Source: an optimization exercise on an open RTL-to-GDS flow (aim: small area). Production flows keep margins and buffers that such runs may drop.
The RTL was checked by simulation tests, not by an equivalence proof against the original design.
No activity file was given, so power comes from the tool's default toggle rates.

File: flow/config.mk
export PLATFORM = sky130hd
export DESIGN_NAME = home_automation
export DESIGN_NICKNAME = home_automation
export VERILOG_FILES = /design/flow/design.v
export SDC_FILE = /design/flow/constraint.sdc
export NUM_CORES = 4
export LEC_CHECK = 0
export CAP_MARGIN = 20
export CORE_MARGIN = 2
export CORE_UTILIZATION = 40
export SLEW_MARGIN = 20
File: flow/constraint.sdc
create_clock -name core_clock -period 30.0 [get_ports {clk}]
set_input_delay 6.0000 -clock core_clock [delete_from_list [all_inputs] [get_ports {clk}]]
set_output_delay 6.0000 -clock core_clock [all_outputs]
set_load 0.01 [all_outputs]
File: flow/design.v
`timescale 1ns / 1ps
module home_automation (
    input clk,
    input rst,
    output trig,
    input echo,
    output scl,
    input sda_i,
    output sda_o,
    input [3:0] sw,
    output [2:0] led,
    output [7:0] temp
);
    localparam [2:0] IDLE = 3'd0, START = 3'd1, SEND_ADDR = 3'd2, SEND_REG = 3'd3,
                     REPEAT_START = 3'd4, READ_ADDR = 3'd5, READ_DATA = 3'd6, STOP = 3'd7;
    reg [14:0] tcnt;
    reg trig_r;
    always @(posedge clk or posedge rst) begin
        if (rst) begin
            tcnt <= 0;
            trig_r <= 0;
        end else begin
            if (tcnt < 15'd1000) begin
                trig_r <= 1;
                tcnt <= tcnt + 1'b1;
            end else if (tcnt < 15'd20000) begin
                trig_r <= 0;
                tcnt <= tcnt + 1'b1;
            end else begin
                tcnt <= 0;
            end
        end
    end
    assign trig = trig_r;
    reg meas;
    reg [5:0] dur;
    reg dvalid;
    reg near;
    always @(posedge clk or posedge rst) begin
        if (rst) begin
            meas <= 0;
            dur <= 0;
            dvalid <= 0;
            near <= 1;
        end else begin
            meas <= echo;
            if (echo && !meas) begin
                dur <= 0;
            end else if (echo && meas) begin
                if (dur != 6'd59) dur <= dur + 1'b1;
            end else if (!echo && meas) begin
                dvalid <= 1;
                near <= (dur != 6'd59);
            end
        end
    end
    reg [2:0] state;
    reg [10:0] dc;
    reg [2:0] bc;
    reg [2:0] rp;
    reg cal_done;
    reg scl_out, sda_out;
    reg [4:0] tempr;
    wire tick = (dc[1:0] == 2'd2);
    wire rd = (state == READ_DATA);
    wire sample = rd && tick && scl_out;
    wire adv = rd && tick && !scl_out;
    wire [7:0] sdata = (state == SEND_ADDR) ? 8'hDC : (cal_done ? 8'hFA : 8'h88);
    always @(posedge clk or posedge rst) begin
        if (rst) begin
            state <= IDLE;
            scl_out <= 1;
            sda_out <= 1;
            bc <= 0;
            dc <= 0;
            rp <= 0;
            cal_done <= 0;
        end else begin
            case (state)
                IDLE: begin
                    if (dc < 11'd2000) dc <= dc + 1'b1;
                    else begin
                        dc <= 0;
                        state <= START;
                    end
                end
                START, REPEAT_START: begin
                    if (dc < 11'd20) dc <= dc + 1'b1;
                    else begin
                        dc <= 0;
                        bc <= 7;
                        if (state == START) begin
                            sda_out <= 0;
                            state <= SEND_ADDR;
                        end else begin
                            sda_out <= 1;
                            scl_out <= 1;
                            state <= READ_ADDR;
                        end
                    end
                end
                SEND_ADDR, SEND_REG: begin
                    if (!tick) dc <= dc + 1'b1;
                    else begin
                        dc <= 0;
                        scl_out <= ~scl_out;
                        if (scl_out) sda_out <= sdata[bc];
                        else if (bc == 0) begin
                            bc <= 7;
                            state <= (state == SEND_ADDR) ? SEND_REG : REPEAT_START;
                        end else bc <= bc - 1'b1;
                    end
                end
                READ_ADDR: begin
                    if (!tick) dc <= dc + 1'b1;
                    else begin
                        dc <= 0;
                        scl_out <= ~scl_out;
                        if (!scl_out) begin
                            if (bc == 0) begin
                                state <= READ_DATA;
                                bc <= 7;
                                rp <= cal_done ? 3'd3 : 3'd0;
                            end else bc <= bc - 1'b1;
                        end
                    end
                end
                READ_DATA: begin
                    if (!tick) dc <= dc + 1'b1;
                    else begin
                        dc <= 0;
                        scl_out <= ~scl_out;
                        if (!scl_out) begin
                            if (bc == 0) begin
                                bc <= 7;
                                if (!cal_done) begin
                                    if (rp != 3'd5) rp <= rp + 1'b1;
                                    else begin
                                        cal_done <= 1;
                                        state <= STOP;
                                    end
                                end else if (rp != 3'd1) begin
                                    rp <= rp - 1'b1;
                                end else begin
                                    state <= STOP;
                                end
                            end else bc <= bc - 1'b1;
                        end
                    end
                end
                STOP: begin
                    if (dc < 11'd20) dc <= dc + 1'b1;
                    else begin
                        dc <= 0;
                        sda_out <= 0;
                        scl_out <= 0;
                        state <= IDLE;
                    end
                end
            endcase
        end
    end
    assign scl = scl_out;
    assign sda_o = sda_out;
    reg [15:0] t1r, t2r, t3r;
    reg [31:0] p;
    reg [20:0] x;
    wire [15:0] t2 = {t2r[7:0], t2r[15:8]};
    wire ph0 = rd && tick && (cal_done ? (rp == 3'd3) : (rp == 3'd4)) && (bc[2] || (bc == 3'd3 && scl_out));
    wire lo = sample && (cal_done ? (rp == 3'd2) : (rp == 3'd5));
    wire hi = sample && cal_done && (rp == 3'd1);
    wire shr8 = adv && cal_done && (rp == 3'd2) && (bc == 0);
    wire cap = sample && (bc == 0) && (cal_done ? (rp == 3'd1) : (rp == 3'd5));
    wire cph = (state == STOP) && !dc[4];
    wire last = (state == STOP) && (dc == 11'd20);
    wire t1bit = t1r[7] && !(lo && bc == 0);
    wire rbit = lo && cal_done && sda_i;
    wire dig_en = (ph0 || lo) && (t1bit ^ rbit);
    wire dig_neg = (ph0 || lo) && t1bit && !rbit;
    reg [34:0] yv;
    always @(*) begin
        yv = 35'd0;
        if (ph0 || lo) yv[31:0] = {{16{dig_neg}}, ({16{dig_en}} & t2) ^ {16{dig_neg}}};
        if (hi && sda_i) yv[23:8] = t2;
        if (cph && t3r[7]) yv[20:0] = x;
        if (last) yv[33:13] = x;
    end
    wire [34:0] s = {2'b00, p, 1'b0} + yv + {34'd0, dig_neg};
    wire step = ph0 || lo || hi || cph;
    always @(posedge clk) begin
        if (state == IDLE || cap) p <= 32'd0;
        else if (shr8) p <= {8'd0, p[31:8]};
        else if (step) p <= s[31:0];
        if (cap) x <= s[31:11];
        if (sample && !cal_done && rp[2:1] == 2'b00) t1r <= {t1r[14:0], sda_i};
        else if (ph0 || (lo && bc != 0)) t1r <= {t1r[14:0], t1r[15]};
        if (sample && !cal_done && rp[2:1] == 2'b01) t2r <= {t2r[14:0], sda_i};
        if (sample && !cal_done && rp[2:1] == 2'b10) t3r <= {t3r[14:0], sda_i};
        else if (cph) t3r <= {t3r[14:0], t3r[15]};
    end
    wire [9:0] u = s[34:25];
    wire [4:0] q = u / 5'd25;
    always @(posedge clk or posedge rst) begin
        if (rst) tempr <= 0;
        else if (last) tempr <= q;
    end
    assign temp = {3'b000, tempr};
    reg code_ok;
    reg [14:0] bcnt;
    reg blink_r;
    reg light_r, fan_r;
    always @(posedge clk or posedge rst) begin
        if (rst) code_ok <= 0;
        else code_ok <= (sw == 4'b1010);
    end
    always @(posedge clk or posedge rst) begin
        if (rst) begin
            bcnt <= 0;
            blink_r <= 0;
        end else if (!code_ok) begin
            if (bcnt < 15'd10000) begin
                bcnt <= bcnt + 1'b1;
                blink_r <= 1;
            end else if (bcnt < 15'd20000) begin
                bcnt <= bcnt + 1'b1;
                blink_r <= 0;
            end else begin
                bcnt <= 0;
            end
        end else begin
            blink_r <= 0;
        end
    end
    always @(posedge clk or posedge rst) begin
        if (rst) begin
            light_r <= 0;
            fan_r <= 0;
        end else begin
            if (dvalid && near && code_ok) begin
                light_r <= 1;
                fan_r <= 1;
            end else begin
                light_r <= 0;
            end
            if (tempr > 5'd25 && code_ok) fan_r <= 1;
            else if (!near) fan_r <= 0;
        end
    end
    assign led = {blink_r, fan_r, light_r};
endmodule
File: flow/run.sh
#!/bin/bash
# synth_recipe.tcl (not shown) runs the flow's synth.tcl, then flattens the netlist and writes it again
# the make line also repeats each setting of config.mk as NAME=value (left out here)
make -C /OpenROAD-flow-scripts/flow DESIGN_CONFIG=/design/flow/config.mk WORK_HOME=/design/flow/orfs CLKGATE_MAP_FILE= SYNTH_SCRIPT=/design/flow/synth_recipe.tcl finish
==> metrics.csv, run 1 <==
stage,metric,value,unit
status,status,no timing/DRC/antenna violations,
worst_hold_path,whs_path_depth,0,
cts,htree_levels,4,
cts,cts_resized,0,
worst_setup_path,reg2regPathDepth,33,
synthesis,ys_types,95,
synthesis,ys_top_cells_by_count,"nor2_1 (146), nand2_1 (138), a21oi_1 (108)",
timing,worst_clock_skew,0.0190,ns
global_routing,grt_max_degree,50,
timing,hold_viol_final,0,
finish,postLayoutCellArea,12100,um2
floorplan,die_area,29000,um2
timing,worst_pin_slew,0.895,ns
worst_hold_path,hold_class,reg2reg,
synthesis,netlist.area_leader.share,18.7,%
cts,cts-root-buf,clkbuf_16,
cts,clkTransAtPathRegs,0.08,ns
timing,max-slew-margin-rel,39.9,%
synthesis,ys.flop_type,edfxtp_1,
synthesis,ys_seq_area_share,40.8,%
floorplan,rows,60,
worst_setup_path,critPathCaptureType,flop,
finish,drive_above_1_share,7.33,%
synthesis,yosysTopAreaCell,edfxtp_1,
global_routing,grt_pass1_vias,8829,
cts,tritoncts,done,
synthesis,syn_area_per_cell,8.91,um2
floorplan,core,27000,um2
cts,post_cts_buffers,0,
global_routing,grt_use_total,20.3,%
job,max-cap-violations,0,
floorplan,start_util,40.9,%
placement,hpwl,20.9,mm
power,power,0.510,mW
worst_setup_path,crit_fanout,22,
worst_setup_path,critPathSlowestCell,nand3_1,
timing,fin_crit_sh,43.9,%
timing,hold-worst-slack,0.422,ns
synthesis,synth_edf_count,69,
routing,ant_nets,0,
finish,seqCellArea,4520,um2
floorplan,die_w,170,um
global_routing,antenna_found_initial,0,
worst_setup_path,cp_common_cell,a21oi_1,
synthesis,synth_area,11100,um2
synthesis,synthTopCellsByArea,"edfxtp_1 (19%), dfrtp_1 (16%), dfxtp_1 (5.8%), ha_1 (5.5%), nor2_1 (5.0%)",
worst_setup_path,critical_path_class,in2reg,
routing,first_pass_iters,10,
worst_setup_path,crit_required,30.37,ns
synthesis,yosys_warnings,1,
power,p_per_area,42.2,nW/um2
synthesis,synth-seq-cells,173,
routing,first_iter_violations,682,
power,ir_drop,0.0000379,V
worst_setup_path,critPathArrivalTime,13.53,ns
timing,setup_viol,0,
power,power_leakage,4.73,nW
synthesis,yosysMostFrequentCell,nor2_1,
timing,drv_slew,0,
routing,drc_errors,0,
synthesis,syn_inst,1242,
placement,io_buffers,18,
cts,clockBufferDepth,2,
cts,hold_buffers,0,
cts,cts_sinks,173,
finish,n_fill_cell,2602,
routing,vias,9377,
timing,fin_crit,13.16,ns
floorplan,num_io_pins,22,
cts,clock_latency,0.44,ns
routing,wl,28.6,mm
cts,cts-buffers-inserted,17,
finish,area_delta_synth_final,9.21,%
finish,antenna_cells,0,
routing,vias_per_cell,5.92,
finish,layout.nets,1287,
placement,gp_congestion,0.930,
worst_setup_path,crit_path_start_kind,input port,
global_routing,grt_pass1_wl,46.8,mm
synthesis,async_flop_share,41.6,%
timing,fin_setup_tns,0,ns
global_routing,grt_overflow,0,
timing,max_freq,76.0,MHz
placement,placed_cell_area,11500,um2
finish,multi_input_area,6160,um2
routing,wl_per_cell,18.1,um
floorplan,die_h,170,um
worst_setup_path,cpPeakStageDelay,0.63,ns
timing,rsz0062_at_grt,no,
[layer usage]
metal  global-route usage (%)  share of wire, %  up-vias
met3                     3.33               5.2       28
met5                        0                 0        -
met2                     31.8                46      280
met4                     4.83               1.3        0
li1                         -                 -     4541
met1                     29.3                48     4528
[worst paths after layout]
| kind | slack (ns) | start | endpoint |
|---|---|---|---|
| max | 16.84 | sda_i | tempr[0]$_DFFE_PP0P_ |
| min | 0.42 | t3r[1]$_DFFE_PP_ | t3r[2]$_DFFE_PP_ |
| max reg2reg | 21.12 | state[1]$_DFFE_PP0P_ | tempr[0]$_DFFE_PP0P_ |
| min reg2reg | 0.42 | t3r[1]$_DFFE_PP_ | t3r[2]$_DFFE_PP_ |
| max in group asynchronous | 23.07 | rst | tempr[3]$_DFFE_PP0P_ |
| min in group asynchronous | 5.91 | rst | tcnt[2]$_DFF_PP0_ |
[registers in the layout, indices dropped and copies added (netlist names), 3 cells and up]
name,count
p,32
x,21
t1r,16
t2r,16
t3r,16
bcnt,15
tcnt,15
dc,11
dur,6
tempr,5
bc,3
rp,3
state,3
[cells by family after synthesis]
group / count (synthesis) / synth area share (%)
other: 1 / 0.0339
AND/OR/NAND/NOR: 489 / 21.3
XOR/XNOR: 65 / 5.21
buffers and inverters: 93 / 3.78
flip-flops: 173 / 40.8
adder cells (fa/ha/maj): 50 / 5.72
multiplexers: 13 / 1.23
AO/OA/AOI/OAI: 358 / 21.9
[layout by cell type (no fill, tap or decap), types with 27 or more instances in the layout]
cell type and instances:
nand3_1 39, xor2_1 32, o21ai_0 54, dfxtp_1 32
nand2_1 138, dfrtp_1 69, ha_1 49, a22oi_1 27
edfxtp_1 69, nor2_1 146, xnor2_1 32, nor3_1 28
a21oi_1 108
[per-stage QoR]
step                      cells  setup slack [ns]  utilization [%]
after floorplan            1244             18.15                -
after global placement     1551             16.62             42.5
after detailed placement   1551             16.47             42.5
after CTS                  1583             16.94             44.7
after global routing       1583             16.14             44.7
final                      1583             16.84             44.7
[report_power, final]
part | leakage, nW | switching, mW | internal, mW
clock network | 0.297 | 0.114 | 0.114
logic | 2.60 | 0.0110 | 0.0108
registers | 1.83 | 0.00805 | 0.251
total | 4.73 | 0.133 | 0.377
[layout make-up]
type                    count  area share (%)
flip-flops and latches    173            37.4
repair buffers             28            2.11
clock inverters            15            1.50
well taps                 341            3.53
multi-input cells         978            51.0
inverters                  31           0.963
clock buffers              17            3.52
[worst max-delay path, delay by kind of cell]
kind	cells	cell delay, ns
AO/OA/AOI/OAI	15	3.49
XOR/XNOR	1	0.17
adder cells (fa/ha/maj)	3	0.99
buffers and inverters	3	0.80
AND/OR/NAND/NOR	7	2.05
==> inputs of run 2 (changes only) <==
--- a/flow/design.v
+++ b/flow/design.v
@@ -171,25 +171,41 @@
     wire hi = sample && cal_done && (rp == 3'd1);
     wire shr8 = adv && cal_done && (rp == 3'd2) && (bc == 0);
     wire cap = sample && (bc == 0) && (cal_done ? (rp == 3'd1) : (rp == 3'd5));
-    wire cph = (state == STOP) && !dc[4];
-    wire last = (state == STOP) && (dc == 11'd20);
+    wire cph = (rd && !scl_out && bc == 0 && (cal_done ? (rp == 3'd1) : (rp == 3'd5))) ||
+               ((state == STOP) && (dc[4:0] < 5'd13));
+    wire dsum = (state == STOP) && (dc[4:0] == 5'd13);
+    wire dstep = (state == STOP) && (dc[4:0] >= 5'd14) && (dc[4:0] <= 5'd18);
+    wire last = (state == STOP) && (dc[4:0] == 5'd20);
     wire t1bit = t1r[7] && !(lo && bc == 0);
     wire rbit = lo && cal_done && sda_i;
     wire dig_en = (ph0 || lo) && (t1bit ^ rbit);
     wire dig_neg = (ph0 || lo) && t1bit && !rbit;
+    wire dq = (p[9:0] >= 10'd400);
     reg [34:0] yv;
     always @(*) begin
         yv = 35'd0;
         if (ph0 || lo) yv[31:0] = {{16{dig_neg}}, ({16{dig_en}} & t2) ^ {16{dig_neg}}};
         if (hi && sda_i) yv[23:8] = t2;
         if (cph && t3r[7]) yv[20:0] = x;
-        if (last) yv[33:13] = x;
-    end
-    wire [34:0] s = {2'b00, p, 1'b0} + yv + {34'd0, dig_neg};
-    wire step = ph0 || lo || hi || cph;
+        if (dsum) yv[33:13] = x;
+        if (dstep && dq) yv[9:0] = 10'd225;
+    end
+    wire [34:0] av = {2'b00, p, 1'b0};
+    wire [35:0] cy;
+    wire [34:0] s;
+    assign cy[0] = dig_neg;
+    genvar gi;
+    generate
+        for (gi = 0; gi < 35; gi = gi + 1) begin : rca
+            assign s[gi] = av[gi] ^ yv[gi] ^ cy[gi];
+            assign cy[gi + 1] = (av[gi] & yv[gi]) | (av[gi] & cy[gi]) | (yv[gi] & cy[gi]);
+        end
+    endgenerate
+    wire step = ph0 || lo || hi || cph || dstep;
     always @(posedge clk) begin
         if (state == IDLE || cap) p <= 32'd0;
         else if (shr8) p <= {8'd0, p[31:8]};
+        else if (dsum) p[9:0] <= s[34:25];
         else if (step) p <= s[31:0];
         if (cap) x <= s[31:11];
         if (sample && !cal_done && rp[2:1] == 2'b00) t1r <= {t1r[14:0], sda_i};
@@ -198,11 +214,9 @@
         if (sample && !cal_done && rp[2:1] == 2'b10) t3r <= {t3r[14:0], sda_i};
         else if (cph) t3r <= {t3r[14:0], t3r[15]};
     end
-    wire [9:0] u = s[34:25];
-    wire [4:0] q = u / 5'd25;
     always @(posedge clk or posedge rst) begin
         if (rst) tempr <= 0;
-        else if (last) tempr <= q;
+        else if (last) tempr <= p[4:0];
     end
     assign temp = {3'b000, tempr};
     reg code_ok;
==> metrics.csv, run 2 <==
stage,metric,value,unit
status,status,no timing/DRC/antenna violations,
finish,drive_above_1_share,8.24,%
timing,fin_crit_sh,62.9,%
worst_setup_path,cp_common_cell,fa_1,
timing,rsz0062_at_grt,no,
power,netSwitchingFraction,24.5,%
timing,max-slew-margin-rel,38.2,%
synthesis,yosys_warnings,1,
synthesis,synthTopCellsByArea,"edfxtp_1 (23%), dfrtp_1 (19%), dfxtp_1 (7.0%), fa_1 (7.0%), nor2_1 (3.5%)",
finish,layout.nets,918,
finish,largest_reg_flops,32,
cts,tritoncts,done,
synthesis,ys.flop_type,edfxtp_1,
power,pwr-share-comb,4.3,%
cts,clock_latency,0.43,ns
routing,vias_per_cell,5.46,
global_routing,grt_use_total,17.6,%
synthesis,synth-seq-cells,173,
placement,hpwl,13.9,mm
cts,cts_resized,0,
routing,drc_errors,0,
floorplan,die_area,24000,um2
global_routing,met3_usage,3.43,%
finish,area_delta_synth_final,10.5,%
timing,worst_pin_slew,0.926,ns
synthesis,ys_types,75,
global_routing,top_usage_layer,met2,
global_routing,grtUsageMet2,27.6,%
routing,first_iter_violations,565,
worst_setup_path,crit_fanout,12,
timing,drv_slew,0,
floorplan,die_h,155,um
global_routing,grt_overflow,0,
power,seq_power_share,52.1,%
timing,fin_setup_tns,0,ns
global_routing,use_met1,24.5,%
power,p_sw,0.120,mW
finish,largest-register,p,
timing,setup_viol,0,
synthesis,syn_area_per_cell,10.6,um2
worst_setup_path,crit_path_start_kind,input port,
cts,post_cts_buffers,0,
worst_setup_path,critPathArrivalTime,19.18,ns
worst_setup_path,critical_path_class,in2reg,
placement,io_buffers,18,
routing,first_pass_iters,5,
routing,ant_nets,0,
job,max-cap-violations,0,
finish,layout_commonest_cell,nor2_1,
global_routing,grt_pass1_vias,6209,
floorplan,num_io_pins,22,
synthesis,synth_edf_count,69,
cts,clkTransAtPathRegs,0.07,ns
finish,final_util,44.7,%
cts,cts_sinks,173,
finish,reg.largest.list,"p x32, x x21",
worst_setup_path,critPathSlowestCell,clkdlybuf4s50_1,
power,p_per_area,48.9,nW/um2
worst_hold_path,hold_start,t3r[12]$_DFFE_PP_,
timing,hold_viol_final,0,
finish,antenna_cells,0,
placement,gp_congestion,0.890,
power,power.share.clock,43.7,%
cts,cts-buffers-inserted,17,
floorplan,core,22500,um2
routing,wl,19.9,mm
synthesis,netlist.area_leader.share,22.8,%
routing,vias,6333,
power,ir_drop,0.0000261,V
global_routing,grt_pass1_wl,33.3,mm
synthesis,yosysTopAreaCell,edfxtp_1,
worst_setup_path,r2r-start,state[1]$_DFFE_PP0P_,
timing,fin_crit,18.87,ns
worst_setup_path,crit_start,sda_i,
power,internal_power,0.372,mW
routing,wl_per_cell,17.2,um
worst_hold_path,hold_class,reg2reg,
synthesis,synth_area,9110,um2
cts,cts-root-buf,clkbuf_16,
global_routing,grt_max_degree,73,
cts,clockBufferDepth,2,
cts,hold_buffers,0,
finish,mostFrequentLayoutCells,"nor2_1 (85), nand2_1 (71), dfrtp_1 (69), edfxtp_1 (69), o21ai_0 (61)",
worst_setup_path,critPathCaptureType,flop,
power,power_leakage,3.95,nW
floorplan,die_w,155,um
synthesis,ys_seq_area_share,49.6,%
synthesis,syn_inst,857,
synthesis,ys_top_cells_by_count,"nor2_1 (86), nand2_1 (71), dfrtp_1 (69), edfxtp_1 (69), o21ai_0 (61)",
timing,worst_clock_skew,0.0105,ns
synthesis,yosysMostFrequentCell,nor2_1,
timing,max_freq,53.0,MHz
worst_setup_path,cpPeakStageDelay,0.57,ns
worst_setup_path,crit_required,30.31,ns
global_routing,antenna_found_initial,0,
floorplan,rows,55,
floorplan,start_util,40.5,%
synthesis,async_flop_share,41.6,%
cts,htree_levels,4,
run 2: per-stage QoR:
stage / hold slack [ns] / instances / setup slack (ns) / area [um2] / total power, mW
floorplan: 0.400 / 859 / 12.31 / 9110 / 0.277
global placement: 0.402 / 1127 / 10.94 / 9500 / 0.282
detailed placement: 0.405 / 1127 / 10.72 / 9500 / 0.283
CTS: 0.419 / 1159 / 11.23 / 10100 / 0.499
global route: 0.421 / 1159 / 10.38 / 10100 / 0.514
finish: 0.418 / 1159 / 11.13 / 10100 / 0.492
run 2: per-layer routing:
layer / vias up / wire, um / part of all wire (%)
li1: 3073 / - / -
met1: 3092 / 9270 / 46
met3: 34 / 761 / 3.8
met4: 0 / 504 / 2.5
met2: 134 / 9400 / 47
met5: - / 0 / 0
run 2: power by group through the flow:
stage / registers (mW) / clock network, mW / logic (mW)
3_5_place_dp: 0.261 / 0 / 0.0215
3_3_place_gp: 0.261 / 0 / 0.0211
4_1_cts: 0.256 / 0.221 / 0.0216
2_1_floorplan: 0.260 / 0 / 0.0171
5_1_grt: 0.257 / 0.231 / 0.0254
6_report: 0.256 / 0.215 / 0.0211
run 2: logic make-up after synthesis:
| group | synth area share (%) |
|---|---|
| buf+inv | 3.96 |
| simple gates | 15.4 |
| xor+xnor | 3.17 |
| fa+ha+maj | 9.37 |
| compound gates | 14.2 |
| other cells | 0.0412 |
| mux | 4.19 |
| flops | 49.6 |
run 2: cell type report:
type	count	area, um2
sequential	173	4520
fill	2106	12400
inverter	36	135
clock inverter	14	126
clock buffer	18	439
tap	285	357
multi-input combinational	607	4250
timing repair buffer	26	240
run 2: worst max-delay path, delay by kind of cell:
family	cells	cell delay (ns)
adder cells (fa/ha/maj)	34	10.72
buffers and inverters	6	1.14
AO/OA/AOI/OAI	4	0.87
AND/OR/NAND/NOR	3	0.47
run 2: final timing paths:
| path | slack (ns) | cells after the start | endpoint |
|---|---|---|---|
| worst max-delay path | 11.13 | 47 | p[8]$_SDFFE_PP0P_ |
| min in group asynchronous | 6.18 | 3 | bcnt[4]$_DFFE_PP0N_ |
| worst min-delay path | 0.42 | 0 | t3r[13]$_DFFE_PP_ |
| worst max register to register | 15.83 | 47 | p[8]$_SDFFE_PP0P_ |
| max in group asynchronous | 23.22 | 3 | blink_r$_DFFE_PP0P_ |
| worst min register to register | 0.42 | 0 | t3r[13]$_DFFE_PP_ |

## re-timing with driven ports
No port has a modelled driver above. Below, the same layouts with a new extraction and two added sets of constraints. Step 1, drivers: a clkbuf_16 drives clk and a buf_2 each remaining input, both assumed. Step 2 times the ports against the registers' clock, not the clock port: input delays grow and output delays shrink by t, the midpoint of the rising clock arrivals with the driver on. Three values: no drivers, after step 1, after step 2; two values: the first two.
run | t (ns) | setup WS [ns] | worst setup path at the end | latest minus earliest clock arrival (ns)
run 1 | 0.483 | 16.837 / 16.865 / 16.382 | input to register | 0.025 / 0.024
run 2 | 0.475 | 11.130 / 11.153 / 10.678 | input to register | 0.011 / 0.011
After both steps every run listed still meets setup and hold. For run 1, which loses most, drivers alone change the setup slack by +0.028 ns; drivers and shift together by -0.455 ns.
